From an optimization exercise on the open Yosys and OpenROAD flow, aimed at small area; shortcuts taken in it are not production practice. Function was checked by simulation only, so behaviour that the tests miss may differ from the original. Power and IR drop assume default switching activity.

Setup of job 101:
==> module WEBDRIVER_TORSO, before the edit <==
module WEBDRIVER_TORSO(
    input clk,                        
    input rstbt,                      
    output [12:4] aio                 
    );
wire rst = rstbt;
reg [9:0] px;
reg [9:0] ln;
reg [5:0] tm;
wire p_rdy = &px;
wire l_end = &ln;
wire frame_end = p_rdy & l_end;
wire t_end = &tm;
wire t_one = (tm == 6'd1);
wire red_load = frame_end & t_end;
wire blue_load = frame_end & t_one;
wire [9:0] ln_dec = ln - 10'd1;
wire [9:0] ln_next = l_end ? 10'd523 : ln_dec;
always @(posedge clk) begin
	if (rst) px <= 10'd798;
	else if (p_rdy) px <= 10'd798;
	else px <= px - 10'd1;
end
always @(posedge clk) begin
	if (rst) ln <= 10'd523;
	else if (p_rdy) ln <= ln_next;
end
always @(posedge clk) begin
	if (rst) tm <= 6'd58;
	else if (frame_end) begin
		if (t_end) tm <= 6'd58;
		else tm <= tm - 6'd1;
	end
end
reg sb, sr;
wire sb_next = red_load ? 1'b0 : (blue_load | sb);
always @(posedge clk) begin
	if (rst) begin
		sb <= 1'b0;
		sr <= 1'b0;
	end else begin
		sb <= sb_next;
		sr <= sr | red_load;
	end
end
wire [9:0] x = px;
wire upd_line = l_end & t_one;
wire upd_w = upd_line & (x == 10'd798);
wire upd_h = upd_line & (x == 10'd797);
wire upd = upd_w | upd_h;
wire ysel = p_rdy | upd_h;
wire [9:0] v = ysel ? {1'b0, ln_next[8:0]} : x;
reg [9:0] bw0, bw1;
reg [8:0] bh0, bh1;
wire [9:0] bs0 = ysel ? {1'b0, bh0} : bw0;
wire [9:0] bs1 = ysel ? {1'b0, bh1} : bw1;
wire [9:0] c0 = ysel ? (upd ? 10'd410 : sb_next ? 10'd245 : 10'd174)
                     : (upd ? 10'd367 : sb_next ? 10'd564 : 10'd290);
wire [9:0] c1 = ysel ? (upd ? 10'd235 : sb_next ? 10'd334 : 10'd88)
                     : (upd ? 10'd91  : sb_next ? 10'd318 : 10'd409);
wire [9:0] l0 = ysel ? (upd ? 10'd71 : sb_next ? 10'd236 : 10'd307)
                     : (upd ? 10'd274 : sb_next ? 10'd77 : 10'd351);
wire [9:0] l1 = ysel ? (upd ? 10'd246 : sb_next ? 10'd147 : 10'd393)
                     : (upd ? 10'd550  : sb_next ? 10'd323 : 10'd232);
wire [9:0] nm = ysel ? 10'd481 : 10'd641;
wire [9:0] r0 = bs0 + ((bs0 >= l0) ? c0 - nm : c0);
wire [9:0] r1 = bs1 + ((bs1 >= l1) ? c1 - nm : c1);
always @(posedge clk) begin
	if (rst) begin
		bw0 <= 10'd350;
		bw1 <= 10'd231;
		bh0 <= 9'd306;
		bh1 <= 9'd392;
	end else begin
		if (upd_w) begin
			bw0 <= r0;
			bw1 <= r1;
		end
		if (upd_h) begin
			bh0 <= r0[8:0];
			bh1 <= r1[8:0];
		end
	end
end
wire red_in = (r0 > v & r1 < v) | (r1 > v & r0 < v);
wire blue_in = (bs0 > v & bs1 < v) | (bs1 > v & bs0 < v);
reg ry, by;
always @(posedge clk) begin
	if (p_rdy) begin
		ry <= red_in;
		by <= blue_in;
	end
end
wire xv = x < 10'd640;
wire visible = xv & (ln < 10'd480);
wire hsync = (x >= 10'd687) & (x < 10'd783);
wire vsync = (ln[9:1] == 9'd256);
wire red_box = sr & xv & ry & red_in;
wire blue_box = (sb | sr) & by & blue_in;
wire green = ~(red_box | blue_box) & visible;
wire blue = ~red_box & visible;
wire red = red_box | green;
reg [10:0] fq;
wire [11:0] freq = {fq, 1'b1};
reg [24:0] dn;
reg pwm;
always @(posedge clk) begin
	if (rst) fq <= 11'd149;
	else if (red_load) fq <= (fq >= 11'd723) ? fq - 11'd574 : fq + 11'd777;
end
always @(posedge clk) begin
	if (rst | ~sr) begin
		dn <= 25'd12500000;
		pwm <= 1'b1;
	end else if (dn[24]) begin
		dn <= 25'd12500000;
		pwm <= ~pwm;
	end else dn <= dn - {13'd0, freq};
end
assign aio[12] = hsync;
assign aio[11] = vsync;
assign aio[10:9] = {2{blue}};
assign aio[8:7] = {2{green}};
assign aio[6:5] = {2{red}};
assign aio[4] = pwm;
endmodule
==> flow/config.mk <==
export PLATFORM = sky130hd
export DESIGN_NAME = WEBDRIVER_TORSO
export DESIGN_NICKNAME = WEBDRIVER_TORSO
export VERILOG_FILES = /design/flow/design.v
export SDC_FILE = /design/flow/constraint.sdc
export NUM_CORES = 4
export LEC_CHECK = 0
export CAP_MARGIN = 20
export CORE_MARGIN = 2
export CORE_UTILIZATION = 40
export SLEW_MARGIN = 20
==> flow/constraint.sdc <==
create_clock -name core_clock -period 40.0 [get_ports {clk}]
set_input_delay 8.0000 -clock core_clock [delete_from_list [all_inputs] [get_ports {clk}]]
set_output_delay 8.0000 -clock core_clock [all_outputs]
set_load 0.01 [all_outputs]
standard.sh (not shown) runs the stock make flow with config.mk's settings and CLKGATE_MAP_FILE= SYNTH_SCRIPT=/design/flow/synth_recipe.tcl, a recipe that flattens the netlist after the stock synthesis.
==> flow/flow/run.sh <==
#!/bin/bash
# Own layout flow: the standard synthesis, then the combinational logic
# is mapped again for area with ABC (flip-flops, their names and cell types
# are kept as they are), then the standard layout with smaller port
# buffers and no CTS dummy loads.
set -euo pipefail
R=orfs/results/${FLOW_PLATFORM}/WEBDRIVER_TORSO/base
LIB=${FLOW_HOME}/platforms/${FLOW_PLATFORM}/lib/sky130_fd_sc_hd__tt_025C_1v80.lib

bash standard.sh synth > flow_synth.log 2>&1
cp $R/1_2_yosys.v std_synth.v

# a few deterministic ABC runs (deepsyn seeds, two mappers); keep the
# smallest netlist that passes yosys's check
runs=""
for s in 0 1 2 3; do
  for m in nf amap; do
    k=${m}_$s
    runs="$runs $k"
    sed -e "s#@SEED@#$s#" flow/area_$m.abc > area_$k.abc
    sed -e "s#@LIB@#${LIB}#g" -e "s#@ABC@#${PWD}/area_$k.abc#g" \
        -e "s#@IN@#${PWD}/std_synth.v#g" -e "s#@OUT@#${PWD}/remap_$k.v#g" \
        flow/remap.ys > remap_$k.ys
  done
done
printf '%s\n' $runs | xargs -P 4 -I{} sh -c 'yosys -s remap_{}.ys > flow_remap_{}.log 2>&1 || true'
best=""; besta=""
for k in $runs; do
  if [[ -f remap_$k.v ]] && grep -q "Found and reported 0 problems" flow_remap_$k.log; then
    a=$(grep "Chip area" flow_remap_$k.log | tail -1 | awk '{print $NF}')
    echo "run $k area $a" >> flow_remap_pick.log
    if [[ -z "$besta" ]] || awk "BEGIN{exit !($a < $besta)}"; then best=$k; besta=$a; fi
  fi
done
echo "picked $best area $besta" >> flow_remap_pick.log
[[ -n "$best" ]]

cp remap_$best.v $R/1_2_yosys.v
rm -f $R/1_synth.odb $R/1_synth.sdc
touch $R/1_2_yosys.v
export BUFFER_PORTS_ARGS="-buffer_cell sky130_fd_sc_hd__buf_1"
export CTS_ARGS="$(cat flow/cts_args.txt)"
bash standard.sh > flow_layout.log 2>&1
Other scripts of this flow, unchanged in this note and not shown: flow/flow/area_amap.abc, flow/flow/area_nf.abc, flow/flow/cts_args.txt, flow/flow/remap.ys
Inputs modified between job 101 and job 102:
--- a/flow/design.v
+++ b/flow/design.v
@@ -4,10 +4,12 @@
     input rstbt,                      
     output [12:4] aio                 
     );
 wire rst = rstbt;
-reg [9:0] px;
-reg [9:0] ln;
+reg [9:0] pxn;                   
+wire [9:0] px = ~pxn;
+reg [9:0] lnn;                   
+wire [9:0] ln = ~lnn;
 reg [5:0] tm;
 wire p_rdy = &px;
 wire l_end = &ln;
 wire frame_end = p_rdy & l_end;
@@ -17,15 +19,15 @@
 wire blue_load = frame_end & t_one;
 wire [9:0] ln_dec = ln - 10'd1;
 wire [9:0] ln_next = l_end ? 10'd523 : ln_dec;
 always @(posedge clk) begin
-	if (rst) px <= 10'd798;
-	else if (p_rdy) px <= 10'd798;
-	else px <= px - 10'd1;
+	if (rst) pxn <= ~10'd798;
+	else if (p_rdy) pxn <= ~10'd798;
+	else pxn <= ~(px - 10'd1);
 end
 always @(posedge clk) begin
-	if (rst) ln <= 10'd523;
-	else if (p_rdy) ln <= ln_next;
+	if (rst) lnn <= ~10'd523;
+	else if (p_rdy) lnn <= ~ln_next;
 end
 always @(posedge clk) begin
 	if (rst) tm <= 6'd58;
 	else if (frame_end) begin
@@ -100,15 +102,16 @@
 wire blue_box = (sb | sr) & by & blue_in;
 wire green = ~(red_box | blue_box) & visible;
 wire blue = ~red_box & visible;
 wire red = red_box | green;
-reg [10:0] fq;
+reg [10:0] fqn;                  
+wire [10:0] fq = ~fqn;
 wire [11:0] freq = {fq, 1'b1};
 reg [24:0] dn;
 reg pwm;
 always @(posedge clk) begin
-	if (rst) fq <= 11'd149;
-	else if (red_load) fq <= (fq >= 11'd723) ? fq - 11'd574 : fq + 11'd777;
+	if (rst) fqn <= ~11'd149;
+	else if (red_load) fqn <= ~((fq >= 11'd723) ? fq - 11'd574 : fq + 11'd777);
 end
 always @(posedge clk) begin
 	if (rst | ~sr) begin
 		dn <= 25'd12500000;
Results
Job 102 against job 101; net switching component of the power is up by a few percent. Summary: routed wire length, job 102 worse than job 101. Job 102 — global routing usage summed across all routing layers 0.20 points lower, job 101 as reference. Looking at total core area across job 102 and job 101, the one that comes out lower is job 102. A slowest cell on the critical path of sky130_fd_sc_hd__o21ai_0 is what job 102 shows, while sky130_fd_sc_hd__a221oi_1 belongs to job 101. Detailed-placement wirelength estimate (higher): job 101. Result for job 102 and job 101: all clean. Final RePlAce weighted congestion delta for job 102 relative to job 101: 1.7% higher. Diff job 101 -> job 102 | share of power burned in the clock network | increase of 0.2 points. [job 102] area after detailed placement fell about 0.9% relative to job 101. Compared to job 101, job 102 has fraction of power consumed by combinational cells 0.6 points higher.

-- separate check: timing with driven ports --
The flow's constraints put no driver on any port. The routed layouts listed below were extracted and timed again, unchanged, in two steps.
Step 1, drivers: a clkbuf_16 drives clk and a buf_2 each remaining input, both assumed.
Step 2 moves the port delays by t, midway between the first and last clock arrival at a register: inputs arrive t later, outputs are due t later. That takes back most of the time a late clock gives input paths.
a / b / c = no drivers / after step 1 / after step 2; a / b = the first two.
run | shift t [ns] | setup slack, ns | hold slack, ns
job 101 | 0.418 | 20.503 / 20.463 / 20.881 | 0.412 / 0.412 / 0.412
job 102 | 0.428 | 20.773 / 20.732 / 21.160 | 0.429 / 0.429 / 0.429
After both steps setup and hold are still met in every run listed.
